From an optimization exercise on the open Yosys and OpenROAD flow, aimed at small area and a short achievable clock period; shortcuts taken in it are not production practice. Only simulation tests tie the RTL to the original design; equivalence was not proved.

==> flow/design.v (outline; a module is shown in full before it is edited, if it fits) <==
// module near_s: 268 lines
// module atan_q: 420 lines
// module ik_core: 1051 lines
// module mrra_ik_solver: 22 lines
module mrra_ik_solver (
    input       wire                        i_clk,
    input       wire                        i_reset,
    input       wire        [7  : 0]        i_coord_x,
    input       wire        [7  : 0]        i_coord_y,
    output      reg         [31 : 0]        o_q_theta_1,
    output      reg         [31 : 0]        o_q_theta_2
);
  // ...
==> flow/flow/run.sh <==
#!/bin/bash
# Layout flow: the standard flow (standard.sh) unchanged, except that synthesis maps the
# combinational logic with an area-oriented ABC script (flow/abc_map.script) instead of ORFS's
# delay-oriented one. Registers are mapped by the same dfflibmap step as in the standard flow.
# Every input and output port is still buffered (buffer_ports), with the small buf_1 cell
# instead of the delay cell the resizer picks by default. Timing repair is asked for 142.5 ns of
# setup slack (the constraints are unchanged), so that it works on the paths that set the period.
set -euo pipefail
W=$(pwd)
rm -rf "$W/scripts_area"
mkdir -p "$W/scripts_area"
cp -r "$FLOW_HOME/scripts/." "$W/scripts_area/"
cp "$W/flow/abc_map.script" "$W/scripts_area/abc_speed.script"
cp "$W/flow/abc_map.script" "$W/scripts_area/abc_area.script"
SCRIPTS_DIR="$W/scripts_area" bash standard.sh synth > "$W/synth.log" 2>&1
SETUP_SLACK_MARGIN=142.5 BUFFER_PORTS_ARGS="-inputs -outputs -buffer_cell sky130_fd_sc_hd__buf_1" bash standard.sh > "$W/layout.log" 2>&1
==> flow/flow/abc_map.script <==
&get -n
&st
&deepsyn -T 120
&dch -f
&nf -R 1000
&put
buffer -c
topo
stime -c
upsize -c
dnsize -c
==> flow/standard.sh <==
#!/bin/bash
# synth_recipe.tcl (not shown) runs the flow's synth.tcl, then flattens the netlist and writes it again
# the make line also repeats each setting of config.mk as NAME=value (left out here)
make -C /OpenROAD-flow-scripts/flow DESIGN_CONFIG=/design/flow/config.mk WORK_HOME=/design/flow/orfs CLKGATE_MAP_FILE= SYNTH_SCRIPT=/design/flow/synth_recipe.tcl "${@:-finish}"
==> flow/config.mk <==
export PLATFORM = sky130hd
export DESIGN_NAME = mrra_ik_solver
export DESIGN_NICKNAME = mrra_ik_solver
export VERILOG_FILES = /design/flow/design.v
export SDC_FILE = /design/flow/constraint.sdc
export NUM_CORES = 4
export LEC_CHECK = 0
export CAP_MARGIN = 20
export CORE_MARGIN = 2
export CORE_UTILIZATION = 40
export SLEW_MARGIN = 20
export SYNTH_MEMORY_MAX_BITS = 65536
==> flow/constraint.sdc <==
create_clock -name core_clock -period 180.0 [get_ports {i_clk}]
set_input_delay 36.0000 -clock core_clock [delete_from_list [all_inputs] [get_ports {i_clk}]]
set_output_delay 36.0000 -clock core_clock [all_outputs]
set_load 0.01 [all_outputs]
==> impl_metrics.toml, run 1 <==
[run_status]
outcome = "finished clean"

[sta]
post-route-period-util = 0.2052
finalSetupTns_ps = 0
final_max_slew_viol_count = 0
hold_viol_final = 0

[yosys]
postSynthAreaPerCell_um2 = 7.731
ys_ff_latch = 64
synth_top_family_by_area = "adder cells"
synthArstFlopShare = 0
yosysMostFrequentCell = "nor2_1"
yosys.cell_types.count = 88
synth_edf_count = 0
ys_top_cells_by_area = "fa_1 (27%), dfxtp_1 (9.7%), nor2_1 (5.3%)"
synth_seq_area_share = 0.09669

[global_route]
overflow = 0
antenna_found_initial = 0
grt_pass1_vias = 14621

[layout]
biggestCellCategory = "multi-input gates"
layout_commonest_cell = "nor2_1"
layout.buffer.nonclock.area_share = 0.05207
nFillCells = 3346

[placed_design]
dp_hpwl_mm = 46.07

[route]
dr.pass1.iters = 9
wl_met3_mm = 6.840
wl_met2_mm = 27.33
wirelength_met1_mm = 22.81

[flow_run]
cap_viol_max_count = 0

[cts]
cts_setup_buffers = 0

[worst_setup_path]
worstPathCellList = "buf_1"

[floorplan]
coreArea_um2 = 32620
ios = 82
==> run 2, diff against run 1 <==
--- a/flow/design.v
+++ b/flow/design.v
@@ -1,12 +1,13 @@
 module near_s (
     input  wire [8:0] s,
     output wire [9:0] r2,
-    output wire [8:0] bt
+    output wire       bz,
+    output wire [3:0] be
 );
     assign r2[0] = (~s[8] & ~s[7] & s[5] & ~s[4] & ~s[2]) |
         (s[7] & s[4] & ~s[3] & s[0]) |
         (s[7] & s[6] & ~s[5] & ~s[4] & ~s[1]) |
         (~s[8] & s[5] & s[4] & s[3] & s[0]) |
         (~s[7] & ~s[6] & s[3] & s[1]) |
         (~s[8] & s[7] & ~s[6] & s[5] & s[2]) |
         (~s[8] & ~s[7] & s[6] & s[2] & ~s[0]) |
@@ -142,134 +143,66 @@
         (~s[7] & ~s[5] & s[4] & ~s[2] & s[0]);
     assign r2[8] = (~s[8] & s[7] & ~s[6]) |
         (~s[8] & ~s[7] & s[6] & s[5]) |
         (~s[8] & ~s[7] & s[6] & s[4]) |
         (~s[8] & s[7] & ~s[5] & ~s[4] & ~s[3]) |
         (~s[6] & ~s[5] & ~s[4] & ~s[3] & ~s[2] & ~s[1]);
     assign r2[9] = (~s[8] & ~s[7] & ~s[6]) |
         (~s[8] & ~s[7] & ~s[5] & ~s[4]);
-    assign bt[0] = (s[7] & s[5] & ~s[1] & ~s[0]) |
-        (~s[8] & s[7] & s[6] & ~s[5] & ~s[3] & ~s[0]) |
-        (s[7] & ~s[6] & s[5] & s[3] & s[0]) |
-        (~s[8] & s[7] & ~s[6] & ~s[2] & ~s[1] & ~s[0]) |
-        (s[6] & s[5] & s[2] & ~s[0]) |
-        (~s[7] & s[6] & ~s[5] & ~s[4] & s[3] & ~s[0]) |
-        (~s[7] & ~s[6] & ~s[5] & s[4] & ~s[1] & ~s[0]) |
-        (s[6] & ~s[5] & ~s[4] & ~s[3] & ~s[2] & s[0]) |
-        (s[7] & ~s[4] & s[3] & s[2]) |
-        (s[7] & s[5] & s[4] & s[3]) |
-        (s[7] & ~s[5] & s[4] & ~s[3] & s[1]) |
-        (s[7] & s[6] & s[4] & ~s[3] & s[2]) |
-        (~s[7] & ~s[5] & ~s[4] & ~s[3] & s[1]) |
-        (~s[6] & ~s[5] & s[4] & s[3] & s[1]) |
-        (~s[6] & s[5] & ~s[4] & s[3] & s[2]) |
-        (~s[7] & s[6] & s[5] & ~s[4] & ~s[3] & s[2]) |
-        (~s[8] & s[5] & ~s[3] & ~s[2] & ~s[1] & ~s[0]);
-    assign bt[1] = (s[7] & s[5] & ~s[4] & s[3] & ~s[1]) |
-        (~s[8] & ~s[7] & ~s[4] & ~s[3] & s[2] & s[0]) |
-        (s[6] & s[4] & ~s[2] & ~s[1] & ~s[0]) |
-        (s[7] & s[5] & s[4] & s[2] & ~s[0]) |
-        (~s[7] & ~s[5] & s[3] & ~s[1] & ~s[0]) |
-        (s[6] & ~s[5] & ~s[4] & s[3] & s[0]) |
-        (s[7] & ~s[6] & s[5] & ~s[4] & s[3]) |
-        (s[7] & s[5] & s[4] & s[3] & s[1]) |
-        (s[7] & s[6] & s[4] & ~s[2] & ~s[1]) |
-        (s[7] & ~s[5] & s[4] & ~s[3] & s[1]) |
-        (~s[7] & s[5] & ~s[4] & s[3] & s[1]) |
-        (~s[7] & ~s[5] & ~s[4] & ~s[3] & s[1]) |
-        (~s[6] & s[5] & s[4] & s[2] & ~s[0]) |
-        (~s[6] & ~s[5] & s[4] & s[3] & s[1]) |
-        (s[7] & ~s[6] & s[5] & s[4] & s[2]) |
-        (~s[6] & s[5] & ~s[4] & s[3] & s[2]) |
-        (~s[7] & s[6] & ~s[5] & ~s[4] & ~s[2] & s[0]) |
-        (~s[8] & s[6] & ~s[5] & ~s[4] & ~s[3] & s[1]);
-    assign bt[2] = (s[7] & s[5] & s[3] & ~s[2]) |
-        (s[6] & s[5] & s[2] & ~s[0]) |
-        (s[7] & ~s[6] & ~s[5] & s[2]) |
-        (~s[8] & ~s[6] & ~s[4] & ~s[3] & s[0]) |
-        (s[7] & ~s[5] & s[4] & s[1]) |
-        (s[7] & s[6] & ~s[4] & s[3] & ~s[1]) |
-        (s[7] & s[6] & s[5] & s[4] & ~s[1]) |
-        (s[5] & ~s[4] & s[3] & s[1]) |
-        (~s[8] & s[6] & s[4] & s[2] & ~s[0]) |
-        (s[7] & s[6] & ~s[5] & ~s[2] & s[0]) |
-        (~s[6] & ~s[5] & s[4] & s[3] & s[1]) |
-        (s[7] & s[5] & ~s[4] & s[2] & ~s[0]) |
-        (~s[7] & s[6] & s[4] & s[3] & s[2]) |
-        (~s[7] & ~s[6] & ~s[5] & s[3] & ~s[1] & ~s[0]) |
-        (s[6] & ~s[4] & ~s[3] & ~s[2] & ~s[1] & ~s[0]) |
-        (~s[8] & ~s[7] & s[5] & ~s[3] & ~s[2] & ~s[1] & ~s[0]);
-    assign bt[3] = (s[7] & s[5] & ~s[4] & s[3]) |
-        (s[7] & ~s[6] & ~s[3] & ~s[2] & ~s[1]) |
-        (s[7] & s[5] & s[4] & ~s[2] & ~s[1]) |
-        (~s[7] & ~s[6] & s[4] & s[2] & ~s[0]) |
-        (~s[7] & s[6] & ~s[5] & ~s[4] & ~s[3] & ~s[2]) |
-        (~s[8] & ~s[6] & ~s[4] & ~s[3] & s[2] & s[0]) |
-        (s[7] & ~s[6] & s[3] & s[2]) |
-        (s[5] & ~s[4] & s[3] & s[1]) |
-        (s[7] & s[6] & s[3] & ~s[1] & ~s[0]) |
-        (~s[7] & ~s[5] & ~s[4] & ~s[3] & s[1]) |
-        (~s[6] & ~s[5] & s[4] & s[3] & s[1]) |
-        (~s[7] & s[6] & s[4] & s[3] & s[2]) |
-        (~s[8] & s[6] & ~s[5] & s[4] & s[2] & ~s[0]) |
-        (~s[7] & s[6] & ~s[3] & ~s[2] & ~s[1] & ~s[0]);
-    assign bt[4] = (s[7] & ~s[6] & s[4] & ~s[3] & ~s[1]) |
-        (s[4] & ~s[2] & ~s[1] & ~s[0]) |
-        (s[5] & s[4] & s[2] & ~s[0]) |
-        (s[7] & ~s[6] & s[5] & ~s[4] & s[3]) |
-        (s[7] & s[4] & ~s[3] & s[0]) |
-        (s[7] & ~s[6] & ~s[5] & s[4] & ~s[2]) |
-        (~s[8] & ~s[7] & ~s[5] & s[4] & s[3] & ~s[0]) |
-        (s[7] & s[6] & ~s[5] & ~s[4] & s[3] & ~s[1]) |
-        (~s[7] & s[5] & ~s[4] & s[3] & s[1]) |
-        (~s[7] & ~s[5] & ~s[4] & ~s[3] & s[1]) |
-        (~s[8] & ~s[7] & s[5] & ~s[3] & ~s[2] & ~s[1] & ~s[0]);
-    assign bt[5] = (s[7] & ~s[5] & s[4]) |
-        (s[7] & s[6] & s[4] & ~s[1]) |
-        (~s[7] & ~s[6] & ~s[5] & s[3] & ~s[0]) |
-        (~s[8] & ~s[7] & ~s[4] & ~s[3] & s[2] & s[0]) |
-        (s[7] & s[6] & ~s[5] & s[3] & ~s[1]) |
-        (~s[8] & s[5] & ~s[3] & ~s[2] & ~s[1] & ~s[0]) |
-        (s[7] & s[4] & s[3] & s[1]) |
-        (s[6] & s[4] & ~s[2] & ~s[1] & ~s[0]) |
-        (~s[7] & ~s[6] & ~s[5] & ~s[4] & s[1]) |
-        (~s[8] & ~s[5] & s[4] & s[3] & s[1]) |
-        (s[7] & s[5] & ~s[4] & s[2] & ~s[0]) |
-        (s[6] & s[5] & ~s[4] & s[2] & ~s[0]) |
-        (~s[7] & ~s[6] & s[5] & ~s[4] & s[2] & s[0]);
-    assign bt[6] = (s[7] & s[6] & s[3] & ~s[1]) |
-        (s[7] & s[6] & ~s[5] & s[4]) |
-        (~s[8] & s[7] & ~s[6] & ~s[5] & ~s[4] & ~s[1]) |
-        (~s[8] & ~s[7] & ~s[5] & s[4] & ~s[1] & ~s[0]) |
-        (~s[7] & s[6] & s[5] & s[2] & ~s[0]) |
-        (~s[7] & ~s[6] & ~s[5] & ~s[4] & s[1]) |
-        (s[6] & s[5] & ~s[4] & s[3] & s[1]) |
-        (s[6] & s[4] & s[3] & s[2]) |
-        (~s[8] & ~s[6] & ~s[5] & s[3] & ~s[1] & ~s[0]) |
-        (~s[7] & s[6] & s[5] & ~s[4] & ~s[3] & s[2]) |
-        (~s[8] & s[6] & ~s[5] & s[4] & s[3] & s[1]) |
-        (~s[8] & ~s[7] & ~s[6] & ~s[5] & ~s[3] & s[2] & s[0]);
-    assign bt[7] = (~s[8] & s[7] & ~s[6] & ~s[1]) |
-        (~s[8] & s[7] & s[6] & ~s[5] & ~s[4] & ~s[3]) |
-        (s[7] & ~s[6] & s[5] & s[3]) |
-        (s[7] & ~s[6] & ~s[5] & s[4]) |
-        (~s[7] & s[5] & ~s[4] & s[3] & s[1]) |
-        (~s[7] & s[6] & s[4] & s[3] & s[2]) |
-        (~s[8] & ~s[7] & s[6] & s[4] & ~s[1] & ~s[0]) |
-        (~s[7] & s[6] & s[5] & ~s[4] & ~s[3] & s[2]) |
-        (~s[6] & ~s[5] & ~s[4] & ~s[3] & ~s[2] & s[0]) |
-        (~s[8] & ~s[7] & s[6] & ~s[5] & s[4] & s[3] & s[1]);
-    assign bt[8] = (~s[7] & s[6] & ~s[5] & ~s[4] & ~s[2]) |
-        (~s[7] & ~s[6] & ~s[5] & s[3] & ~s[0]) |
-        (~s[7] & ~s[6] & s[4] & ~s[1] & ~s[0]) |
-        (~s[8] & ~s[6] & ~s[4] & ~s[3] & s[0]) |
-        (~s[7] & ~s[5] & ~s[4] & s[1]) |
-        (~s[7] & ~s[6] & s[5] & ~s[4] & s[2] & s[0]) |
-        (~s[8] & ~s[7] & s[5] & ~s[3] & ~s[2] & ~s[1] & ~s[0]);
+    assign bz = (s[8]) |
+        (s[5] & ~s[3] & s[1]) |
+        (~s[7] & s[4] & ~s[2] & s[0]) |
+        (~s[7] & ~s[6] & s[4] & s[0]) |
+        (~s[7] & ~s[6] & s[5] & s[3] & ~s[2]) |
+        (~s[7] & s[4] & ~s[3] & s[0]) |
+        (~s[7] & s[4] & ~s[3] & s[1]) |
+        (~s[7] & ~s[5] & ~s[4] & s[2] & ~s[0]) |
+        (s[5] & ~s[4] & ~s[3] & ~s[2] & s[0]) |
+        (~s[7] & ~s[6] & ~s[5] & s[3] & s[0]) |
+        (~s[7] & s[6] & s[5] & ~s[4] & s[3] & ~s[1]) |
+        (~s[7] & s[5] & s[4] & ~s[2]) |
+        (s[7] & ~s[6] & ~s[4] & ~s[3] & s[1]) |
+        (s[7] & s[6] & s[5] & ~s[4] & s[2]) |
+        (~s[7] & ~s[6] & ~s[4] & s[2] & ~s[0]) |
+        (s[7] & ~s[5] & ~s[4] & s[3] & s[1]) |
+        (~s[7] & ~s[6] & ~s[5] & ~s[4] & ~s[3] & ~s[1] & ~s[0]);
+    assign be[0] = (~s[4] & ~s[3] & s[1]) |
+        (s[7] & s[6] & s[3] & s[2]) |
+        (~s[6] & ~s[5] & s[2] & ~s[0]) |
+        (s[7] & s[6] & s[5] & ~s[1] & ~s[0]) |
+        (s[7] & ~s[6] & s[4] & ~s[3] & ~s[2] & ~s[1]) |
+        (~s[7] & s[5] & s[1]) |
+        (~s[6] & s[5] & s[1]) |
+        (s[7] & ~s[5] & s[3] & s[1]) |
+        (~s[6] & ~s[4] & s[2] & ~s[0]) |
+        (~s[7] & s[6] & ~s[4] & s[2] & s[0]);
+    assign be[1] = (~s[6] & ~s[4] & s[1]) |
+        (s[7] & s[6] & ~s[5] & s[1]) |
+        (~s[6] & ~s[5] & s[2] & ~s[0]) |
+        (s[7] & s[6] & s[5] & ~s[1] & ~s[0]) |
+        (~s[7] & s[5] & s[1]) |
+        (s[6] & ~s[5] & s[4] & s[0]) |
+        (s[6] & s[5] & ~s[4] & ~s[3] & s[0]) |
+        (~s[7] & ~s[6] & ~s[5] & ~s[4] & ~s[0]);
+    assign be[2] = (~s[4] & ~s[3] & s[1]) |
+        (~s[6] & ~s[5] & s[2] & ~s[0]) |
+        (s[7] & s[6] & s[5] & ~s[1] & ~s[0]) |
+        (s[7] & s[6] & ~s[5] & s[4] & s[3]) |
+        (~s[7] & s[5] & s[1]) |
+        (~s[6] & s[5] & s[1]) |
+        (~s[7] & ~s[6] & ~s[2] & s[0]) |
+        (s[6] & s[5] & ~s[4] & ~s[3] & s[0]);
+    assign be[3] = (~s[4] & ~s[3] & s[1]) |
+        (~s[6] & ~s[5] & s[2] & ~s[0]) |
+        (s[7] & s[6] & s[5] & ~s[1] & ~s[0]) |
+        (s[7] & s[6] & ~s[5] & s[4] & s[3]) |
+        (~s[7] & s[5] & s[1]) |
+        (~s[6] & s[5] & s[1]) |
+        (~s[7] & s[6] & ~s[4] & s[2] & s[0]);
 endmodule
 module atan_q (
     input  wire [12:0] q,
     output wire [8:0]  at
 );
     wire member = (~q[11] & ~q[10] & ~q[9] & ~q[8] & q[7] & q[6] & q[5] & ~q[4]) |
         (~q[12] & ~q[7] & ~q[6] & ~q[5] & ~q[4] & ~q[3] & ~q[2] & ~q[1]) |
         (~q[12] & ~q[11] & ~q[10] & ~q[9] & ~q[7] & q[5] & ~q[4] & ~q[3] & ~q[0]) |
@@ -1331,416 +1264,435 @@
     wire n636 = n633 ? (n634 ? n617 : n591) : (n634 ? n567 : 1'b0);
     wire n637 = n633 ? (n634 ? n619 : n592) : (n634 ? n569 : n551);
     wire n638 = n633 ? (n634 ? n621 : n594) : (n634 ? n571 : n552);
     wire n639 = n633 ? (n634 ? n623 : n596) : (n634 ? n573 : n553);
     wire n640 = n633 ? (n634 ? n625 : n598) : (n634 ? n575 : n554);
     wire n641 = n633 ? (n634 ? n627 : n600) : (n634 ? n577 : n555);
     wire [12:0] q = {n105,n209,n210,n297,n298,n381,n382,n465,n466,n549,n550,n633,n634};
     wire [8:0] s = {n54,n53,n51,n49,n47,n45,n43,n42,n40};
-    wire [9:0] r2_n; wire [8:0] bt_n; wire [8:0] at_q;
-    near_s NEAR(.s(s), .r2(r2_n), .bt(bt_n));
+    wire [9:0] r2_n;  wire [3:0] be_n; wire [8:0] at_q;
+    near_s NEAR(.s(s), .r2(r2_n), .bz(bz), .be(be_n));
     atan_q ATAN(.q(q), .at(at_q));
     wire n642 = (n55 & r2_n[0]) | n56;
     wire n643 = (n55 & r2_n[1]) | n56;
     wire n644 = (n55 & r2_n[2]) | n56;
     wire n645 = n55 & r2_n[3];
     wire n646 = (n55 & r2_n[4]) | n56;
     wire n647 = n55 & r2_n[5];
     wire n648 = n55 & r2_n[6];
     wire n649 = n55 & r2_n[7];
     wire n650 = (n55 & r2_n[8]) | n56;
     wire n651 = (n55 & r2_n[9]) | n56;
-    wire n652 = n55 & bt_n[0];
-    wire n653 = n55 & bt_n[1];
-    wire n654 = n55 & bt_n[2];
-    wire n655 = n55 & bt_n[3];
-    wire n656 = n55 & bt_n[4];
-    wire n657 = n55 & bt_n[5];
-    wire n658 = n55 & bt_n[6];
-    wire n659 = n55 & bt_n[7];
-    wire n660 = n55 & bt_n[8];
-    wire n661 = n57 & ~n81;
-    wire n662 = n661 & at_q[0];
-    wire n663 = n661 & at_q[1];
-    wire n664 = n661 & at_q[2];
-    wire n665 = n661 & at_q[3];
-    wire n666 = n661 & at_q[4];
-    wire n667 = n661 & at_q[5];
-    wire n668 = n661 & at_q[6];
-    wire n669 = n661 & at_q[7];
-    wire n670 = n661 & at_q[8];
-    wire n671 = ~n652;
-    wire n672 = ~n653;
-    wire n673 = ~n654;
-    wire n674 = ~n655;
-    wire n675 = ~n656;
-    wire n676 = ~n657;
-    wire n677 = ~n658;
-    wire n678 = ~n659;
-    wire n679 = ~n660;
-    wire n680 = ~(n662 ^ n671);
-    wire n681 = n662 | n671;
-    wire n682 = n663 ^ n672 ^ n681;
-    wire n683 = (n663 & n672) | (n663 & n681) | (n672 & n681);
-    wire n684 = n664 ^ n673 ^ n683;
-    wire n685 = (n664 & n673) | (n664 & n683) | (n673 & n683);
-    wire n686 = n665 ^ n674 ^ n685;
-    wire n687 = (n665 & n674) | (n665 & n685) | (n674 & n685);
-    wire n688 = n666 ^ n675 ^ n687;
-    wire n689 = (n666 & n675) | (n666 & n687) | (n675 & n687);
-    wire n690 = n667 ^ n676 ^ n689;
-    wire n691 = (n667 & n676) | (n667 & n689) | (n676 & n689);
-    wire n692 = n668 ^ n677 ^ n691;
-    wire n693 = (n668 & n677) | (n668 & n691) | (n677 & n691);
-    wire n694 = n669 ^ n678 ^ n693;
-    wire n695 = (n669 & n678) | (n669 & n693) | (n678 & n693);
-    wire n696 = n670 ^ n679 ^ n695;
-    wire n697 = (n670 & n679) | (n670 & n695) | (n679 & n695);
-    wire n698 = ~(n697);
-    wire n699 = ~n680;
-    wire n700 = ~n682;
-    wire n701 = ~n684;
-    wire n702 = ~n686;
-    wire n703 = ~n688;
-    wire n704 = ~n690;
-    wire n705 = ~n692;
-    wire n706 = ~n694;
-    wire n707 = ~n696;
-    wire n708 = ~n698;
-    wire n709 = ~n698;
-    wire n710 = ~n698;
-    wire n711 = ~n698;
-    wire n712 = ~n698;
-    wire n713 = ~(n699);
-    wire n714 = n700 ^ n699;
-    wire n715 = n700 & n699;
-    wire n716 = n701 ^ n715;
-    wire n717 = n701 & n715;
-    wire n718 = n702 ^ n717;
-    wire n719 = n702 & n717;
-    wire n720 = n680 ^ n703 ^ n719;
-    wire n721 = (n680 & n703) | (n680 & n719) | (n703 & n719);
-    wire n722 = n682 ^ n704 ^ n721;
-    wire n723 = (n682 & n704) | (n682 & n721) | (n704 & n721);
-    wire n724 = n684 ^ n705 ^ n723;
-    wire n725 = (n684 & n705) | (n684 & n723) | (n705 & n723);
-    wire n726 = n686 ^ n706 ^ n725;
-    wire n727 = (n686 & n706) | (n686 & n725) | (n706 & n725);
-    wire n728 = n688 ^ n707 ^ n727;
-    wire n729 = (n688 & n707) | (n688 & n727) | (n707 & n727);
-    wire n730 = n690 ^ n708 ^ n729;
-    wire n731 = (n690 & n708) | (n690 & n729) | (n708 & n729);
-    wire n732 = n692 ^ n709 ^ n731;
-    wire n733 = (n692 & n709) | (n692 & n731) | (n709 & n731);
-    wire n734 = n694 ^ n710 ^ n733;
-    wire n735 = (n694 & n710) | (n694 & n733) | (n710 & n733);
-    wire n736 = n696 ^ n711 ^ n735;
-    wire n737 = (n696 & n711) | (n696 & n735) | (n711 & n735);
-    wire n738 = n698 ^ n712 ^ n737;
-    wire n739 = (n698 & n712) | (n698 & n737) | (n712 & n737);
-    wire n740 = ~n680;
-    wire n741 = ~n682;
-    wire n742 = ~n684;
-    wire n743 = ~n686;
-    wire n744 = ~n688;
-    wire n745 = ~n690;
-    wire n746 = ~n692;
-    wire n747 = ~n694;
-    wire n748 = ~n696;
-    wire n749 = ~n698;
-    wire n750 = ~n698;
-    wire n751 = ~n698;
-    wire n752 = n713;
-    wire n753 = n714;
-    wire n754 = ~(n716 ^ n740);
-    wire n755 = n716 | n740;
-    wire n756 = n718 ^ n741 ^ n755;
-    wire n757 = (n718 & n741) | (n718 & n755) | (n741 & n755);
-    wire n758 = n720 ^ n742 ^ n757;
-    wire n759 = (n720 & n742) | (n720 & n757) | (n742 & n757);
-    wire n760 = n722 ^ n743 ^ n759;
-    wire n761 = (n722 & n743) | (n722 & n759) | (n743 & n759);
-    wire n762 = n724 ^ n744 ^ n761;
-    wire n763 = (n724 & n744) | (n724 & n761) | (n744 & n761);
-    wire n764 = n726 ^ n745 ^ n763;
-    wire n765 = (n726 & n745) | (n726 & n763) | (n745 & n763);
-    wire n766 = n728 ^ n746 ^ n765;
-    wire n767 = (n728 & n746) | (n728 & n765) | (n746 & n765);
-    wire n768 = n730 ^ n747 ^ n767;
-    wire n769 = (n730 & n747) | (n730 & n767) | (n747 & n767);
-    wire n770 = n732 ^ n748 ^ n769;
-    wire n771 = (n732 & n748) | (n732 & n769) | (n748 & n769);
-    wire n772 = n734 ^ n749 ^ n771;
-    wire n773 = (n734 & n749) | (n734 & n771) | (n749 & n771);
-    wire n774 = n736 ^ n750 ^ n773;
-    wire n775 = (n736 & n750) | (n736 & n773) | (n750 & n773);
-    wire n776 = n738 ^ n751 ^ n775;
-    wire n777 = (n738 & n751) | (n738 & n775) | (n751 & n775);
-    wire n778 = ~n752;
-    wire n779 = ~n753;
-    wire n780 = ~n754;
-    wire n781 = ~n756;
-    wire n782 = ~n758;
-    wire n783 = ~n760;
-    wire n784 = ~n762;
-    wire n785 = ~n764;
-    wire n786 = ~n766;
-    wire n787 = ~n768;
-    wire n788 = ~n770;
-    wire n789 = ~n772;
-    wire n790 = ~n774;
-    wire n791 = ~n776;
-    wire n792 = ~n776;
-    wire n793 = ~n776;
-    wire n794 = ~n776;
-    wire n795 = ~n776;
-    wire n796 = ~(n778);
-    wire n797 = n779 ^ n778;
-    wire n798 = n779 & n778;
-    wire n799 = n780 ^ n798;
-    wire n800 = n780 & n798;
-    wire n801 = n781 ^ n800;
-    wire n802 = n781 & n800;
-    wire n803 = n713 ^ n782 ^ n802;
-    wire n804 = (n713 & n782) | (n713 & n802) | (n782 & n802);
-    wire n805 = n714 ^ n783 ^ n804;
-    wire n806 = (n714 & n783) | (n714 & n804) | (n783 & n804);
-    wire n807 = n716 ^ n784 ^ n806;
-    wire n808 = (n716 & n784) | (n716 & n806) | (n784 & n806);
-    wire n809 = n718 ^ n785 ^ n808;
-    wire n810 = (n718 & n785) | (n718 & n808) | (n785 & n808);
-    wire n811 = n720 ^ n786 ^ n810;
-    wire n812 = (n720 & n786) | (n720 & n810) | (n786 & n810);
-    wire n813 = n722 ^ n787 ^ n812;
-    wire n814 = (n722 & n787) | (n722 & n812) | (n787 & n812);
-    wire n815 = n724 ^ n788 ^ n814;
-    wire n816 = (n724 & n788) | (n724 & n814) | (n788 & n814);
-    wire n817 = n726 ^ n789 ^ n816;
-    wire n818 = (n726 & n789) | (n726 & n816) | (n789 & n816);
-    wire n819 = n728 ^ n790 ^ n818;
-    wire n820 = (n728 & n790) | (n728 & n818) | (n790 & n818);
-    wire n821 = n730 ^ n791 ^ n820;
-    wire n822 = (n730 & n791) | (n730 & n820) | (n791 & n820);
-    wire n823 = n732 ^ n792 ^ n822;
-    wire n824 = (n732 & n792) | (n732 & n822) | (n792 & n822);
-    wire n825 = n734 ^ n793 ^ n824;
-    wire n826 = (n734 & n793) | (n734 & n824) | (n793 & n824);
-    wire n827 = n736 ^ n794 ^ n826;
-    wire n828 = (n736 & n794) | (n736 & n826) | (n794 & n826);
-    wire n829 = n738 ^ n795 ^ n828;
-    wire n830 = (n738 & n795) | (n738 & n828) | (n795 & n828);
-    wire n831 = n752;
-    wire n832 = n753;
-    wire n833 = n754;
-    wire n834 = n756;
-    wire n835 = n758;
-    wire n836 = n760;
-    wire n837 = n796 ^ n762;
-    wire n838 = n796 & n762;
-    wire n839 = n797 ^ n764 ^ n838;
-    wire n840 = (n797 & n764) | (n797 & n838) | (n764 & n838);
-    wire n841 = n799 ^ n766 ^ n840;
-    wire n842 = (n799 & n766) | (n799 & n840) | (n766 & n840);
-    wire n843 = n801 ^ n768 ^ n842;
-    wire n844 = (n801 & n768) | (n801 & n842) | (n768 & n842);
-    wire n845 = n803 ^ n770 ^ n844;
-    wire n846 = (n803 & n770) | (n803 & n844) | (n770 & n844);
-    wire n847 = n805 ^ n772 ^ n846;
-    wire n848 = (n805 & n772) | (n805 & n846) | (n772 & n846);
-    wire n849 = n807 ^ n774 ^ n848;
-    wire n850 = (n807 & n774) | (n807 & n848) | (n774 & n848);
-    wire n851 = n809 ^ n776 ^ n850;
-    wire n852 = (n809 & n776) | (n809 & n850) | (n776 & n850);
-    wire n853 = n811 ^ n776 ^ n852;
-    wire n854 = (n811 & n776) | (n811 & n852) | (n776 & n852);
-    wire n855 = n813 ^ n776 ^ n854;
-    wire n856 = (n813 & n776) | (n813 & n854) | (n776 & n854);
-    wire n857 = n815 ^ n776 ^ n856;
-    wire n858 = (n815 & n776) | (n815 & n856) | (n776 & n856);
-    wire n859 = n817 ^ n776 ^ n858;
-    wire n860 = (n817 & n776) | (n817 & n858) | (n776 & n858);
-    wire n861 = n819 ^ n776 ^ n860;
-    wire n862 = (n819 & n776) | (n819 & n860) | (n776 & n860);
-    wire n863 = n821 ^ n776 ^ n862;
-    wire n864 = (n821 & n776) | (n821 & n862) | (n776 & n862);
-    wire n865 = n823 ^ n776 ^ n864;
-    wire n866 = (n823 & n776) | (n823 & n864) | (n776 & n864);
-    wire n867 = n825 ^ n776 ^ n866;
-    wire n868 = (n825 & n776) | (n825 & n866) | (n776 & n866);
-    wire n869 = n827 ^ n776 ^ n868;
-    wire n870 = (n827 & n776) | (n827 & n868) | (n776 & n868);
-    wire n871 = n829 ^ n776 ^ n870;
-    wire n872 = (n829 & n776) | (n829 & n870) | (n776 & n870);
-    wire n873 = ~n642;
-    wire n874 = ~n643;
-    wire n875 = ~n644;
-    wire n876 = ~n645;
-    wire n877 = ~n646;
-    wire n878 = ~n647;
-    wire n879 = ~n648;
-    wire n880 = ~n649;
-    wire n881 = ~n650;
-    wire n882 = ~n651;
-    wire n883 = ~(n873);
-    wire n884 = n874 ^ n873;
-    wire n885 = n874 & n873;
-    wire n886 = n875 ^ n885;
-    wire n887 = n875 & n885;
-    wire n888 = n876 ^ n887;
-    wire n889 = n876 & n887;
-    wire n890 = n642 ^ n877 ^ n889;
-    wire n891 = (n642 & n877) | (n642 & n889) | (n877 & n889);
-    wire n892 = n643 ^ n878 ^ n891;
-    wire n893 = (n643 & n878) | (n643 & n891) | (n878 & n891);
-    wire n894 = n644 ^ n879 ^ n893;
-    wire n895 = (n644 & n879) | (n644 & n893) | (n879 & n893);
-    wire n896 = n645 ^ n880 ^ n895;
-    wire n897 = (n645 & n880) | (n645 & n895) | (n880 & n895);
-    wire n898 = n646 ^ n881 ^ n897;
-    wire n899 = (n646 & n881) | (n646 & n897) | (n881 & n897);
-    wire n900 = n647 ^ n882 ^ n899;
-    wire n901 = (n647 & n882) | (n647 & n899) | (n882 & n899);
-    wire n902 = ~(n648 ^ n901);
-    wire n903 = n648 | n901;
-    wire n904 = ~(n649 ^ n903);
-    wire n905 = n649 | n903;
-    wire n906 = ~(n650 ^ n905);
-    wire n907 = n650 | n905;
-    wire n908 = ~(n651 ^ n907);
-    wire n909 = n651 | n907;
-    wire n910 = ~n642;
-    wire n911 = ~n643;
-    wire n912 = ~n644;
-    wire n913 = ~n645;
-    wire n914 = ~n646;
-    wire n915 = ~n647;
-    wire n916 = ~n648;
-    wire n917 = ~n649;
-    wire n918 = ~n650;
-    wire n919 = ~n651;
-    wire n920 = n883;
-    wire n921 = n884;
-    wire n922 = ~(n886 ^ n910);
-    wire n923 = n886 | n910;
-    wire n924 = n888 ^ n911 ^ n923;
-    wire n925 = (n888 & n911) | (n888 & n923) | (n911 & n923);
-    wire n926 = n890 ^ n912 ^ n925;
-    wire n927 = (n890 & n912) | (n890 & n925) | (n912 & n925);
-    wire n928 = n892 ^ n913 ^ n927;
-    wire n929 = (n892 & n913) | (n892 & n927) | (n913 & n927);
-    wire n930 = n894 ^ n914 ^ n929;
-    wire n931 = (n894 & n914) | (n894 & n929) | (n914 & n929);
-    wire n932 = n896 ^ n915 ^ n931;
-    wire n933 = (n896 & n915) | (n896 & n931) | (n915 & n931);
-    wire n934 = n898 ^ n916 ^ n933;
-    wire n935 = (n898 & n916) | (n898 & n933) | (n916 & n933);
-    wire n936 = n900 ^ n917 ^ n935;
-    wire n937 = (n900 & n917) | (n900 & n935) | (n917 & n935);
-    wire n938 = n902 ^ n918 ^ n937;
-    wire n939 = (n902 & n918) | (n902 & n937) | (n918 & n937);
-    wire n940 = n904 ^ n919 ^ n939;
-    wire n941 = (n904 & n919) | (n904 & n939) | (n919 & n939);
-    wire n942 = ~(n906 ^ n941);
-    wire n943 = n906 | n941;
-    wire n944 = ~(n908 ^ n943);
-    wire n945 = n908 | n943;
-    wire n946 = ~n920;
-    wire n947 = ~n921;
-    wire n948 = ~n922;
-    wire n949 = ~n924;
-    wire n950 = ~n926;
-    wire n951 = ~n928;
-    wire n952 = ~n930;
-    wire n953 = ~n932;
-    wire n954 = ~n934;
-    wire n955 = ~n936;
-    wire n956 = ~n938;
-    wire n957 = ~n940;
-    wire n958 = ~n942;
-    wire n959 = ~n944;
-    wire n960 = ~(n946);
-    wire n961 = n947 ^ n946;
-    wire n962 = n947 & n946;
-    wire n963 = n948 ^ n962;
-    wire n964 = n948 & n962;
-    wire n965 = n949 ^ n964;
-    wire n966 = n949 & n964;
-    wire n967 = n883 ^ n950 ^ n966;
-    wire n968 = (n883 & n950) | (n883 & n966) | (n950 & n966);
-    wire n969 = n884 ^ n951 ^ n968;
-    wire n970 = (n884 & n951) | (n884 & n968) | (n951 & n968);
-    wire n971 = n886 ^ n952 ^ n970;
-    wire n972 = (n886 & n952) | (n886 & n970) | (n952 & n970);
-    wire n973 = n888 ^ n953 ^ n972;
-    wire n974 = (n888 & n953) | (n888 & n972) | (n953 & n972);
-    wire n975 = n890 ^ n954 ^ n974;
-    wire n976 = (n890 & n954) | (n890 & n974) | (n954 & n974);
-    wire n977 = n892 ^ n955 ^ n976;
-    wire n978 = (n892 & n955) | (n892 & n976) | (n955 & n976);
-    wire n979 = n894 ^ n956 ^ n978;
-    wire n980 = (n894 & n956) | (n894 & n978) | (n956 & n978);
-    wire n981 = n896 ^ n957 ^ n980;
-    wire n982 = (n896 & n957) | (n896 & n980) | (n957 & n980);
-    wire n983 = n898 ^ n958 ^ n982;
-    wire n984 = (n898 & n958) | (n898 & n982) | (n958 & n982);
-    wire n985 = n900 ^ n959 ^ n984;
-    wire n986 = (n900 & n959) | (n900 & n984) | (n959 & n984);
-    wire n987 = ~(n902 ^ n986);
-    wire n988 = n902 | n986;
-    wire n989 = ~(n904 ^ n988);
-    wire n990 = n904 | n988;
-    wire n991 = ~(n906 ^ n990);
-    wire n992 = n906 | n990;
-    wire n993 = ~(n908 ^ n992);
-    wire n994 = n908 | n992;
-    wire n995 = n920;
-    wire n996 = n921;
-    wire n997 = n922;
-    wire n998 = n924;
-    wire n999 = n926;
-    wire n1000 = n928;
-    wire n1001 = n960 ^ n930;
-    wire n1002 = n960 & n930;
-    wire n1003 = n961 ^ n932 ^ n1002;
-    wire n1004 = (n961 & n932) | (n961 & n1002) | (n932 & n1002);
-    wire n1005 = n963 ^ n934 ^ n1004;
-    wire n1006 = (n963 & n934) | (n963 & n1004) | (n934 & n1004);
-    wire n1007 = n965 ^ n936 ^ n1006;
-    wire n1008 = (n965 & n936) | (n965 & n1006) | (n936 & n1006);
-    wire n1009 = n967 ^ n938 ^ n1008;
-    wire n1010 = (n967 & n938) | (n967 & n1008) | (n938 & n1008);
-    wire n1011 = n969 ^ n940 ^ n1010;
-    wire n1012 = (n969 & n940) | (n969 & n1010) | (n940 & n1010);
-    wire n1013 = n971 ^ n942 ^ n1012;
-    wire n1014 = (n971 & n942) | (n971 & n1012) | (n942 & n1012);
-    wire n1015 = n973 ^ n944 ^ n1014;
-    wire n1016 = (n973 & n944) | (n973 & n1014) | (n944 & n1014);
-    wire n1017 = n975 ^ n1016;
-    wire n1018 = n975 & n1016;
-    wire n1019 = n977 ^ n1018;
-    wire n1020 = n977 & n1018;
-    wire n1021 = n979 ^ n1020;
-    wire n1022 = n979 & n1020;
-    wire n1023 = n981 ^ n1022;
-    wire n1024 = n981 & n1022;
-    wire n1025 = n983 ^ n1024;
-    wire n1026 = n983 & n1024;
-    wire n1027 = n985 ^ n1026;
-    wire n1028 = n985 & n1026;
-    wire n1029 = n987 ^ n1028;
-    wire n1030 = n987 & n1028;
-    wire n1031 = n989 ^ n1030;
-    wire n1032 = n989 & n1030;
-    wire n1033 = n991 ^ n1032;
-    wire n1034 = n991 & n1032;
-    wire n1035 = n993 ^ n1034;
-    wire n1036 = n993 & n1034;
-    assign t1 = {n871,n869,n867,n865,n863,n861,n859,n857,n855,n853,n851,n849,n847,n845,n843,n841,n839,n837,n836,n835,n834,n833,n832,n831};
-    assign t2 = {n1035,n1033,n1031,n1029,n1027,n1025,n1023,n1021,n1019,n1017,n1015,n1013,n1011,n1009,n1007,n1005,n1003,n1001,n1000,n999,n998,n997,n996,n995};
+    wire n652 = r2_n[1] ^ be_n[0];
+    wire n653 = r2_n[1] & be_n[0];
+    wire n654 = r2_n[2] ^ be_n[1] ^ n653;
+    wire n655 = (r2_n[2] & be_n[1]) | (r2_n[2] & n653) | (be_n[1] & n653);
+    wire n656 = r2_n[3] ^ be_n[2] ^ n655;
+    wire n657 = (r2_n[3] & be_n[2]) | (r2_n[3] & n655) | (be_n[2] & n655);
+    wire n658 = r2_n[4] ^ be_n[3] ^ n657;
+    wire n659 = (r2_n[4] & be_n[3]) | (r2_n[4] & n657) | (be_n[3] & n657);
+    wire n660 = r2_n[5] ^ be_n[3] ^ n659;
+    wire n661 = (r2_n[5] & be_n[3]) | (r2_n[5] & n659) | (be_n[3] & n659);
+    wire n662 = r2_n[6] ^ be_n[3] ^ n661;
+    wire n663 = (r2_n[6] & be_n[3]) | (r2_n[6] & n661) | (be_n[3] & n661);
+    wire n664 = r2_n[7] ^ be_n[3] ^ n663;
+    wire n665 = (r2_n[7] & be_n[3]) | (r2_n[7] & n663) | (be_n[3] & n663);
+    wire n666 = r2_n[8] ^ be_n[3] ^ n665;
+    wire n667 = (r2_n[8] & be_n[3]) | (r2_n[8] & n665) | (be_n[3] & n665);
+    wire n668 = r2_n[9] ^ be_n[3] ^ n667;
+    wire n669 = (r2_n[9] & be_n[3]) | (r2_n[9] & n667) | (be_n[3] & n667);
+    wire n670 = n55 & ~bz;
+    wire n671 = n670 & n652;
+    wire n672 = n670 & n654;
+    wire n673 = n670 & n656;
+    wire n674 = n670 & n658;
+    wire n675 = n670 & n660;
+    wire n676 = n670 & n662;
+    wire n677 = n670 & n664;
+    wire n678 = n670 & n666;
+    wire n679 = n670 & n668;
+    wire n680 = n57 & ~n81;
+    wire n681 = n680 & at_q[0];
+    wire n682 = n680 & at_q[1];
+    wire n683 = n680 & at_q[2];
+    wire n684 = n680 & at_q[3];
+    wire n685 = n680 & at_q[4];
+    wire n686 = n680 & at_q[5];
+    wire n687 = n680 & at_q[6];
+    wire n688 = n680 & at_q[7];
+    wire n689 = n680 & at_q[8];
+    wire n690 = ~n671;
+    wire n691 = ~n672;
+    wire n692 = ~n673;
+    wire n693 = ~n674;
+    wire n694 = ~n675;
+    wire n695 = ~n676;
+    wire n696 = ~n677;
+    wire n697 = ~n678;
+    wire n698 = ~n679;
+    wire n699 = ~(n681 ^ n690);
+    wire n700 = n681 | n690;
+    wire n701 = n682 ^ n691 ^ n700;
+    wire n702 = (n682 & n691) | (n682 & n700) | (n691 & n700);
+    wire n703 = n683 ^ n692 ^ n702;
+    wire n704 = (n683 & n692) | (n683 & n702) | (n692 & n702);
+    wire n705 = n684 ^ n693 ^ n704;
+    wire n706 = (n684 & n693) | (n684 & n704) | (n693 & n704);
+    wire n707 = n685 ^ n694 ^ n706;
+    wire n708 = (n685 & n694) | (n685 & n706) | (n694 & n706);
+    wire n709 = n686 ^ n695 ^ n708;
+    wire n710 = (n686 & n695) | (n686 & n708) | (n695 & n708);
+    wire n711 = n687 ^ n696 ^ n710;
+    wire n712 = (n687 & n696) | (n687 & n710) | (n696 & n710);
+    wire n713 = n688 ^ n697 ^ n712;
+    wire n714 = (n688 & n697) | (n688 & n712) | (n697 & n712);
+    wire n715 = n689 ^ n698 ^ n714;
+    wire n716 = (n689 & n698) | (n689 & n714) | (n698 & n714);
+    wire n717 = ~(n716);
+    wire n718 = ~n699;
+    wire n719 = ~n701;
+    wire n720 = ~n703;
+    wire n721 = ~n705;
+    wire n722 = ~n707;
+    wire n723 = ~n709;
+    wire n724 = ~n711;
+    wire n725 = ~n713;
+    wire n726 = ~n715;
+    wire n727 = ~n717;
+    wire n728 = ~n717;
+    wire n729 = ~n717;
+    wire n730 = ~n717;
+    wire n731 = ~n717;
+    wire n732 = ~(n718);
+    wire n733 = n719 ^ n718;
+    wire n734 = n719 & n718;
+    wire n735 = n720 ^ n734;
+    wire n736 = n720 & n734;
+    wire n737 = n721 ^ n736;
+    wire n738 = n721 & n736;
+    wire n739 = n699 ^ n722 ^ n738;
+    wire n740 = (n699 & n722) | (n699 & n738) | (n722 & n738);
+    wire n741 = n701 ^ n723 ^ n740;
+    wire n742 = (n701 & n723) | (n701 & n740) | (n723 & n740);
+    wire n743 = n703 ^ n724 ^ n742;
+    wire n744 = (n703 & n724) | (n703 & n742) | (n724 & n742);
+    wire n745 = n705 ^ n725 ^ n744;
+    wire n746 = (n705 & n725) | (n705 & n744) | (n725 & n744);
+    wire n747 = n707 ^ n726 ^ n746;
+    wire n748 = (n707 & n726) | (n707 & n746) | (n726 & n746);
+    wire n749 = n709 ^ n727 ^ n748;
+    wire n750 = (n709 & n727) | (n709 & n748) | (n727 & n748);
+    wire n751 = n711 ^ n728 ^ n750;
+    wire n752 = (n711 & n728) | (n711 & n750) | (n728 & n750);
+    wire n753 = n713 ^ n729 ^ n752;
+    wire n754 = (n713 & n729) | (n713 & n752) | (n729 & n752);
+    wire n755 = n715 ^ n730 ^ n754;
+    wire n756 = (n715 & n730) | (n715 & n754) | (n730 & n754);
+    wire n757 = n717 ^ n731 ^ n756;
+    wire n758 = (n717 & n731) | (n717 & n756) | (n731 & n756);
+    wire n759 = ~n699;
+    wire n760 = ~n701;
+    wire n761 = ~n703;
+    wire n762 = ~n705;
+    wire n763 = ~n707;
+    wire n764 = ~n709;
+    wire n765 = ~n711;
+    wire n766 = ~n713;
+    wire n767 = ~n715;
+    wire n768 = ~n717;
+    wire n769 = ~n717;
+    wire n770 = ~n717;
+    wire n771 = n732;
+    wire n772 = n733;
+    wire n773 = ~(n735 ^ n759);
+    wire n774 = n735 | n759;
+    wire n775 = n737 ^ n760 ^ n774;
+    wire n776 = (n737 & n760) | (n737 & n774) | (n760 & n774);
+    wire n777 = n739 ^ n761 ^ n776;
+    wire n778 = (n739 & n761) | (n739 & n776) | (n761 & n776);
+    wire n779 = n741 ^ n762 ^ n778;
+    wire n780 = (n741 & n762) | (n741 & n778) | (n762 & n778);
+    wire n781 = n743 ^ n763 ^ n780;
+    wire n782 = (n743 & n763) | (n743 & n780) | (n763 & n780);
+    wire n783 = n745 ^ n764 ^ n782;
+    wire n784 = (n745 & n764) | (n745 & n782) | (n764 & n782);
+    wire n785 = n747 ^ n765 ^ n784;
+    wire n786 = (n747 & n765) | (n747 & n784) | (n765 & n784);
+    wire n787 = n749 ^ n766 ^ n786;
+    wire n788 = (n749 & n766) | (n749 & n786) | (n766 & n786);
+    wire n789 = n751 ^ n767 ^ n788;
+    wire n790 = (n751 & n767) | (n751 & n788) | (n767 & n788);
+    wire n791 = n753 ^ n768 ^ n790;
+    wire n792 = (n753 & n768) | (n753 & n790) | (n768 & n790);
+    wire n793 = n755 ^ n769 ^ n792;
+    wire n794 = (n755 & n769) | (n755 & n792) | (n769 & n792);
+    wire n795 = n757 ^ n770 ^ n794;
+    wire n796 = (n757 & n770) | (n757 & n794) | (n770 & n794);
+    wire n797 = ~n771;
+    wire n798 = ~n772;
+    wire n799 = ~n773;
+    wire n800 = ~n775;
+    wire n801 = ~n777;
+    wire n802 = ~n779;
+    wire n803 = ~n781;
+    wire n804 = ~n783;
+    wire n805 = ~n785;
+    wire n806 = ~n787;
+    wire n807 = ~n789;
+    wire n808 = ~n791;
+    wire n809 = ~n793;
+    wire n810 = ~n795;
+    wire n811 = ~n795;
+    wire n812 = ~n795;
+    wire n813 = ~n795;
+    wire n814 = ~n795;
+    wire n815 = ~(n797);
+    wire n816 = n798 ^ n797;
+    wire n817 = n798 & n797;
+    wire n818 = n799 ^ n817;
+    wire n819 = n799 & n817;
+    wire n820 = n800 ^ n819;
+    wire n821 = n800 & n819;
+    wire n822 = n732 ^ n801 ^ n821;
+    wire n823 = (n732 & n801) | (n732 & n821) | (n801 & n821);
+    wire n824 = n733 ^ n802 ^ n823;
+    wire n825 = (n733 & n802) | (n733 & n823) | (n802 & n823);
+    wire n826 = n735 ^ n803 ^ n825;
+    wire n827 = (n735 & n803) | (n735 & n825) | (n803 & n825);
+    wire n828 = n737 ^ n804 ^ n827;
+    wire n829 = (n737 & n804) | (n737 & n827) | (n804 & n827);
+    wire n830 = n739 ^ n805 ^ n829;
+    wire n831 = (n739 & n805) | (n739 & n829) | (n805 & n829);
+    wire n832 = n741 ^ n806 ^ n831;
+    wire n833 = (n741 & n806) | (n741 & n831) | (n806 & n831);
+    wire n834 = n743 ^ n807 ^ n833;
+    wire n835 = (n743 & n807) | (n743 & n833) | (n807 & n833);
+    wire n836 = n745 ^ n808 ^ n835;
+    wire n837 = (n745 & n808) | (n745 & n835) | (n808 & n835);
+    wire n838 = n747 ^ n809 ^ n837;
+    wire n839 = (n747 & n809) | (n747 & n837) | (n809 & n837);
+    wire n840 = n749 ^ n810 ^ n839;
+    wire n841 = (n749 & n810) | (n749 & n839) | (n810 & n839);
+    wire n842 = n751 ^ n811 ^ n841;
+    wire n843 = (n751 & n811) | (n751 & n841) | (n811 & n841);
+    wire n844 = n753 ^ n812 ^ n843;
+    wire n845 = (n753 & n812) | (n753 & n843) | (n812 & n843);
+    wire n846 = n755 ^ n813 ^ n845;
+    wire n847 = (n755 & n813) | (n755 & n845) | (n813 & n845);
+    wire n848 = n757 ^ n814 ^ n847;
+    wire n849 = (n757 & n814) | (n757 & n847) | (n814 & n847);
+    wire n850 = n771;
+    wire n851 = n772;
+    wire n852 = n773;
+    wire n853 = n775;
+    wire n854 = n777;
+    wire n855 = n779;
+    wire n856 = n815 ^ n781;
+    wire n857 = n815 & n781;
+    wire n858 = n816 ^ n783 ^ n857;
+    wire n859 = (n816 & n783) | (n816 & n857) | (n783 & n857);
+    wire n860 = n818 ^ n785 ^ n859;
+    wire n861 = (n818 & n785) | (n818 & n859) | (n785 & n859);
+    wire n862 = n820 ^ n787 ^ n861;
+    wire n863 = (n820 & n787) | (n820 & n861) | (n787 & n861);
+    wire n864 = n822 ^ n789 ^ n863;
+    wire n865 = (n822 & n789) | (n822 & n863) | (n789 & n863);
+    wire n866 = n824 ^ n791 ^ n865;
+    wire n867 = (n824 & n791) | (n824 & n865) | (n791 & n865);
+    wire n868 = n826 ^ n793 ^ n867;
+    wire n869 = (n826 & n793) | (n826 & n867) | (n793 & n867);
+    wire n870 = n828 ^ n795 ^ n869;
+    wire n871 = (n828 & n795) | (n828 & n869) | (n795 & n869);
+    wire n872 = n830 ^ n795 ^ n871;
+    wire n873 = (n830 & n795) | (n830 & n871) | (n795 & n871);
+    wire n874 = n832 ^ n795 ^ n873;
+    wire n875 = (n832 & n795) | (n832 & n873) | (n795 & n873);
+    wire n876 = n834 ^ n795 ^ n875;
+    wire n877 = (n834 & n795) | (n834 & n875) | (n795 & n875);
+    wire n878 = n836 ^ n795 ^ n877;
+    wire n879 = (n836 & n795) | (n836 & n877) | (n795 & n877);
+    wire n880 = n838 ^ n795 ^ n879;
+    wire n881 = (n838 & n795) | (n838 & n879) | (n795 & n879);
+    wire n882 = n840 ^ n795 ^ n881;
+    wire n883 = (n840 & n795) | (n840 & n881) | (n795 & n881);
+    wire n884 = n842 ^ n795 ^ n883;
+    wire n885 = (n842 & n795) | (n842 & n883) | (n795 & n883);
+    wire n886 = n844 ^ n795 ^ n885;
+    wire n887 = (n844 & n795) | (n844 & n885) | (n795 & n885);
+    wire n888 = n846 ^ n795 ^ n887;
+    wire n889 = (n846 & n795) | (n846 & n887) | (n795 & n887);
+    wire n890 = n848 ^ n795 ^ n889;
+    wire n891 = (n848 & n795) | (n848 & n889) | (n795 & n889);
+    wire n892 = ~n642;
+    wire n893 = ~n643;
+    wire n894 = ~n644;
+    wire n895 = ~n645;
+    wire n896 = ~n646;
+    wire n897 = ~n647;
+    wire n898 = ~n648;
+    wire n899 = ~n649;
+    wire n900 = ~n650;
+    wire n901 = ~n651;
+    wire n902 = ~(n892);
+    wire n903 = n893 ^ n892;
+    wire n904 = n893 & n892;
+    wire n905 = n894 ^ n904;
+    wire n906 = n894 & n904;
+    wire n907 = n895 ^ n906;
+    wire n908 = n895 & n906;
+    wire n909 = n642 ^ n896 ^ n908;
+    wire n910 = (n642 & n896) | (n642 & n908) | (n896 & n908);
+    wire n911 = n643 ^ n897 ^ n910;
+    wire n912 = (n643 & n897) | (n643 & n910) | (n897 & n910);
+    wire n913 = n644 ^ n898 ^ n912;
+    wire n914 = (n644 & n898) | (n644 & n912) | (n898 & n912);
+    wire n915 = n645 ^ n899 ^ n914;
+    wire n916 = (n645 & n899) | (n645 & n914) | (n899 & n914);
+    wire n917 = n646 ^ n900 ^ n916;
+    wire n918 = (n646 & n900) | (n646 & n916) | (n900 & n916);
+    wire n919 = n647 ^ n901 ^ n918;
+    wire n920 = (n647 & n901) | (n647 & n918) | (n901 & n918);
+    wire n921 = ~(n648 ^ n920);
+    wire n922 = n648 | n920;
+    wire n923 = ~(n649 ^ n922);
+    wire n924 = n649 | n922;
+    wire n925 = ~(n650 ^ n924);
+    wire n926 = n650 | n924;
+    wire n927 = ~(n651 ^ n926);
+    wire n928 = n651 | n926;
+    wire n929 = ~n642;
+    wire n930 = ~n643;
+    wire n931 = ~n644;
+    wire n932 = ~n645;
+    wire n933 = ~n646;
+    wire n934 = ~n647;
+    wire n935 = ~n648;
+    wire n936 = ~n649;
+    wire n937 = ~n650;
+    wire n938 = ~n651;
+    wire n939 = n902;
+    wire n940 = n903;
+    wire n941 = ~(n905 ^ n929);
+    wire n942 = n905 | n929;
+    wire n943 = n907 ^ n930 ^ n942;
+    wire n944 = (n907 & n930) | (n907 & n942) | (n930 & n942);
+    wire n945 = n909 ^ n931 ^ n944;
+    wire n946 = (n909 & n931) | (n909 & n944) | (n931 & n944);
+    wire n947 = n911 ^ n932 ^ n946;
+    wire n948 = (n911 & n932) | (n911 & n946) | (n932 & n946);
+    wire n949 = n913 ^ n933 ^ n948;
+    wire n950 = (n913 & n933) | (n913 & n948) | (n933 & n948);
+    wire n951 = n915 ^ n934 ^ n950;
+    wire n952 = (n915 & n934) | (n915 & n950) | (n934 & n950);
+    wire n953 = n917 ^ n935 ^ n952;
+    wire n954 = (n917 & n935) | (n917 & n952) | (n935 & n952);
+    wire n955 = n919 ^ n936 ^ n954;
+    wire n956 = (n919 & n936) | (n919 & n954) | (n936 & n954);
+    wire n957 = n921 ^ n937 ^ n956;
+    wire n958 = (n921 & n937) | (n921 & n956) | (n937 & n956);
+    wire n959 = n923 ^ n938 ^ n958;
+    wire n960 = (n923 & n938) | (n923 & n958) | (n938 & n958);
+    wire n961 = ~(n925 ^ n960);
+    wire n962 = n925 | n960;
+    wire n963 = ~(n927 ^ n962);
+    wire n964 = n927 | n962;
+    wire n965 = ~n939;
+    wire n966 = ~n940;
+    wire n967 = ~n941;
+    wire n968 = ~n943;
+    wire n969 = ~n945;
+    wire n970 = ~n947;
+    wire n971 = ~n949;
+    wire n972 = ~n951;
+    wire n973 = ~n953;
+    wire n974 = ~n955;
+    wire n975 = ~n957;
+    wire n976 = ~n959;
+    wire n977 = ~n961;
+    wire n978 = ~n963;
+    wire n979 = ~(n965);
+    wire n980 = n966 ^ n965;
+    wire n981 = n966 & n965;
+    wire n982 = n967 ^ n981;
+    wire n983 = n967 & n981;
+    wire n984 = n968 ^ n983;
+    wire n985 = n968 & n983;
+    wire n986 = n902 ^ n969 ^ n985;
+    wire n987 = (n902 & n969) | (n902 & n985) | (n969 & n985);
+    wire n988 = n903 ^ n970 ^ n987;
+    wire n989 = (n903 & n970) | (n903 & n987) | (n970 & n987);
+    wire n990 = n905 ^ n971 ^ n989;
+    wire n991 = (n905 & n971) | (n905 & n989) | (n971 & n989);
+    wire n992 = n907 ^ n972 ^ n991;
+    wire n993 = (n907 & n972) | (n907 & n991) | (n972 & n991);
+    wire n994 = n909 ^ n973 ^ n993;
+    wire n995 = (n909 & n973) | (n909 & n993) | (n973 & n993);
+    wire n996 = n911 ^ n974 ^ n995;
+    wire n997 = (n911 & n974) | (n911 & n995) | (n974 & n995);
+    wire n998 = n913 ^ n975 ^ n997;
+    wire n999 = (n913 & n975) | (n913 & n997) | (n975 & n997);
+    wire n1000 = n915 ^ n976 ^ n999;
+    wire n1001 = (n915 & n976) | (n915 & n999) | (n976 & n999);
+    wire n1002 = n917 ^ n977 ^ n1001;
+    wire n1003 = (n917 & n977) | (n917 & n1001) | (n977 & n1001);
+    wire n1004 = n919 ^ n978 ^ n1003;
+    wire n1005 = (n919 & n978) | (n919 & n1003) | (n978 & n1003);
+    wire n1006 = ~(n921 ^ n1005);
+    wire n1007 = n921 | n1005;
+    wire n1008 = ~(n923 ^ n1007);
+    wire n1009 = n923 | n1007;
+    wire n1010 = ~(n925 ^ n1009);
+    wire n1011 = n925 | n1009;
+    wire n1012 = ~(n927 ^ n1011);
+    wire n1013 = n927 | n1011;
+    wire n1014 = n939;
+    wire n1015 = n940;
+    wire n1016 = n941;
+    wire n1017 = n943;
+    wire n1018 = n945;
+    wire n1019 = n947;
+    wire n1020 = n979 ^ n949;
+    wire n1021 = n979 & n949;
+    wire n1022 = n980 ^ n951 ^ n1021;
+    wire n1023 = (n980 & n951) | (n980 & n1021) | (n951 & n1021);
+    wire n1024 = n982 ^ n953 ^ n1023;
+    wire n1025 = (n982 & n953) | (n982 & n1023) | (n953 & n1023);
+    wire n1026 = n984 ^ n955 ^ n1025;
+    wire n1027 = (n984 & n955) | (n984 & n1025) | (n955 & n1025);
+    wire n1028 = n986 ^ n957 ^ n1027;
+    wire n1029 = (n986 & n957) | (n986 & n1027) | (n957 & n1027);
+    wire n1030 = n988 ^ n959 ^ n1029;
+    wire n1031 = (n988 & n959) | (n988 & n1029) | (n959 & n1029);
+    wire n1032 = n990 ^ n961 ^ n1031;
+    wire n1033 = (n990 & n961) | (n990 & n1031) | (n961 & n1031);
+    wire n1034 = n992 ^ n963 ^ n1033;
+    wire n1035 = (n992 & n963) | (n992 & n1033) | (n963 & n1033);
+    wire n1036 = n994 ^ n1035;
+    wire n1037 = n994 & n1035;
+    wire n1038 = n996 ^ n1037;
+    wire n1039 = n996 & n1037;
+    wire n1040 = n998 ^ n1039;
+    wire n1041 = n998 & n1039;
+    wire n1042 = n1000 ^ n1041;
+    wire n1043 = n1000 & n1041;
+    wire n1044 = n1002 ^ n1043;
+    wire n1045 = n1002 & n1043;
+    wire n1046 = n1004 ^ n1045;
+    wire n1047 = n1004 & n1045;
+    wire n1048 = n1006 ^ n1047;
+    wire n1049 = n1006 & n1047;
+    wire n1050 = n1008 ^ n1049;
+    wire n1051 = n1008 & n1049;
+    wire n1052 = n1010 ^ n1051;
+    wire n1053 = n1010 & n1051;
+    wire n1054 = n1012 ^ n1053;
+    wire n1055 = n1012 & n1053;
+    assign t1 = {n890,n888,n886,n884,n882,n880,n878,n876,n874,n872,n870,n868,n866,n864,n862,n860,n858,n856,n855,n854,n853,n852,n851,n850};
+    assign t2 = {n1054,n1052,n1050,n1048,n1046,n1044,n1042,n1040,n1038,n1036,n1034,n1032,n1030,n1028,n1026,n1024,n1022,n1020,n1019,n1018,n1017,n1016,n1015,n1014};
 endmodule
 module mrra_ik_solver (
     input       wire                        i_clk,
     input       wire                        i_reset,
     input       wire        [7  : 0]        i_coord_x,
     input       wire        [7  : 0]        i_coord_y,
     output      reg         [31 : 0]        o_q_theta_1,
     output      reg         [31 : 0]        o_q_theta_2
==> run 2 against run 1 <==
Critical endpoint is now o_q_theta_1[24]. Hold slack improved by 110 ps. Highest routed layer is now met5. Cell count fell by 2.0%. First-iteration DRC count fell by 0.17%. Core utilization fell by 0.29 points. Via count fell by 3.4%.
==> impl_metrics.toml, run 2 <==
[layout]
layout_commonest_cell = "fa_1"
reg_top3 = "o_q_theta_1 (24), o_q_theta_2 (24)"
final_cell_mix = "fa_1 (185), nor2_1 (172), nand2_1 (152), inv_1 (127), a21oi_1 (113)"
synthToLayoutAreaGrowth_pct = 8.210
nFillCells = 3372
layout-drive-gt1-share = 0.08744
layout.nets = 1957
final_cell_area_um2 = 14350
fin_util = 0.4399
final_cells = 2150

[global_route]
met1_usage = 0.4479
met2_usage = 0.5239
grt.total_usage = 0.3479
antenna_found_initial = 5
met3_usage = 0.1025
grt_pass1_wl_mm = 88.49
grt_max_degree = 65
grt_pass1_vias = 14124
overflow = 0
gr-max-usage-layer = "met2"

[run_status]
outcome = "finished clean"

[cts]
clk_path_buf_depth = 2
cts.clk_slew.worst_paths_ps = 60
cts_buffers = 9
cts_hold_buf = 0
cts_htree_levels = 3
cts_root_buf = "clkbuf_16"
clock_sinks = 64
clock_latency_ps = 350
cts_tree = "done"

[sta]
final_max_slew_viol_count = 0
rsz0062_at_grt = "no"
finalSetupTns_ps = 0
setup_viol = 0
hold_viol_final = 0
slew_headroom = 0.3278
tightest_slew_ps = 1008
hold_slack_ps = 1303
fmax_mhz = 26.99
worst_slack_ps = 142960
post-route-period-util = 0.2058
min_period_ps = 37040
finClkSkew_ps = 8.713

[route]
wirelength_mm = 59.69
vias = 14229
wl_per_cell_um = 27.76
dr.pass1.iters = 8
antenna_left = 0
viasPerCell = 6.618
drt_iter0_drc = 1792
drc = 0

[min_path]
min_from = "r_coord_y[6]"
hold_path_class = "reg2reg"
hold_depth = 5

[worst_setup_path]
path_buf_inv = 1
endpoint_kind = "output pin"
ff2ff_path_depth = 129
slowest_stage = "dfxtp_1"
r2r_start = "r_coord_y[0]"
crit_arrival_ps = 1040
worstPathRequired_ps = 144000
max_stage_delay_ps = 500
worstSetupPathType = "reg2out"
setup.worst_path.start_class = "flop"
worstPathCellList = "buf_1"
cp_num_cells = 1
cp_max_fo = 9
critPathLaunch = "o_q_theta_1[23]"
crit_family = "flip-flops"

[floorplan]
die_h_um = 186.1
initial_utilization = 0.4065
coreArea_um2 = 32620
num_rows = 66
die_x_um = 186.1
dieArea_um2 = 34620
ios = 82

[placed_design]
numPortBuffers = 73
dp_hpwl_mm = 44.49
place_inst = 2124
place_ws_ps = 141550
place.gp.congestion = 1.074
placed_area_um2 = 13880

[yosys]
ys_warn_count = 2
syn_inst = 1681
synth_seq_area_share = 0.09663
ys_top_cells_by_area = "fa_1 (28%), dfxtp_1 (9.7%), ha_1 (5.2%)"
synthArstFlopShare = 0
ys_ff_latch = 64
synth_top_cell_area_share = 0.2793
ys.flop_type = "dfxtp_1"
yosys.cell_types.count = 89
synth_common_cells = "fa_1 (185), nor2_1 (173), nand2_1 (157)"
synth_top_area_cell = "fa_1"
synth_edf_count = 0
synth.cell_area_um2 = 13260
yosysMostFrequentCell = "fa_1"
postSynthAreaPerCell_um2 = 7.888

[flow_run]
cap_viol_max_count = 0
## run 2: what timing repair did
item	4_1_cts	5_1_grt
hold endpoints to repair	0	0
gates cloned	0	1
pin swaps	0	4
buffers inserted	0	5
gates resized for setup	7	23
setup endpoints to repair	4	7
## run 2: worst paths after layout
| path | to | slack, ps |
|---|---|---|
| worst max register to register | o_q_theta_1[23] | 143920 |
| worst min register to register | o_q_theta_2[0] | 1300 |
| worst max-delay path | o_q_theta_1[24] | 142960 |
| worst min-delay path | o_q_theta_2[0] | 1300 |
## run 2: routing by layer
layer / share of wire / routed length (um) / vias to the layer above
li1: - / - / 5989
met1: 0.38 / 22790 / 6794
met2: 0.42 / 25250 / 1134
met3: 0.13 / 7726 / 308
met4: 0.065 / 3891 / 4
met5: 0.00045 / 27 / -
## run 2: cell families (layout without fill, tap and decap cells)
group | Yosys count | in the layout | synth area share
simple gates | 588 | 588 | 0.2121
compound gates | 488 | 489 | 0.2447
buf+inv | 255 | 270 | 0.08276
fa+ha+maj | 250 | 250 | 0.3392
flops | 64 | 64 | 0.09663
xor+xnor | 31 | 31 | 0.02104
mux | 4 | 4 | 0.003208
other cells | 1 | 12 | 0.0002828
## run 2: layout make-up
| cell class | count | area (um^2) | share of cell area |
|---|---|---|---|
| clock buffers | 10 | 239.0 | 0.01666 |
| diodes | 4 | 10.01 | 0.0006977 |
| repair buffers | 125 | 680.7 | 0.04744 |
| clock inverters | 6 | 43.79 | 0.003052 |
| flip-flops and latches | 64 | 1285 | 0.08956 |
| inverters | 129 | 484.2 | 0.03375 |
| well taps | 442 | 553.0 | 0.03855 |
| multi-input cells | 1370 | 11050 | 0.7703 |

-- re-timing with driven ports --
How much do the figures lean on ideal ports? The routed layouts below were timed once more, with nothing changed but the port constraints. Step 1 (the two cells are an assumption about what drives the block):
set clk [get_ports {i_clk}]
set_driving_cell -lib_cell sky130_fd_sc_hd__clkbuf_16 $clk
set_driving_cell -lib_cell sky130_fd_sc_hd__buf_2 [delete_from_list [all_inputs] $clk]
Step 2 times the ports against the registers' clock, not the clock port: input delays grow and output delays shrink by t, the midpoint of the rising clock arrivals with the driver on. Slacks: no drivers / after step 1 / after step 2; pairs: no drivers / after step 1.
run	t (ns)	setup WS [ns]	worst hold slack (ns)	clock arrival spread, ns	cell pins on the clock port's net
run 1	0.367	143.058 / 143.014 / 143.019	1.189 / 1.189 / 1.189	0.010 / 0.010	1
run 2	0.395	142.956 / 142.908 / 143.026	1.303 / 1.303 / 1.303	0.009 / 0.009	1
After both steps every run listed still meets setup and hold. The setup slack of run 1, which loses most, moves by -0.044 ns with the drivers and by -0.039 ns with both steps.
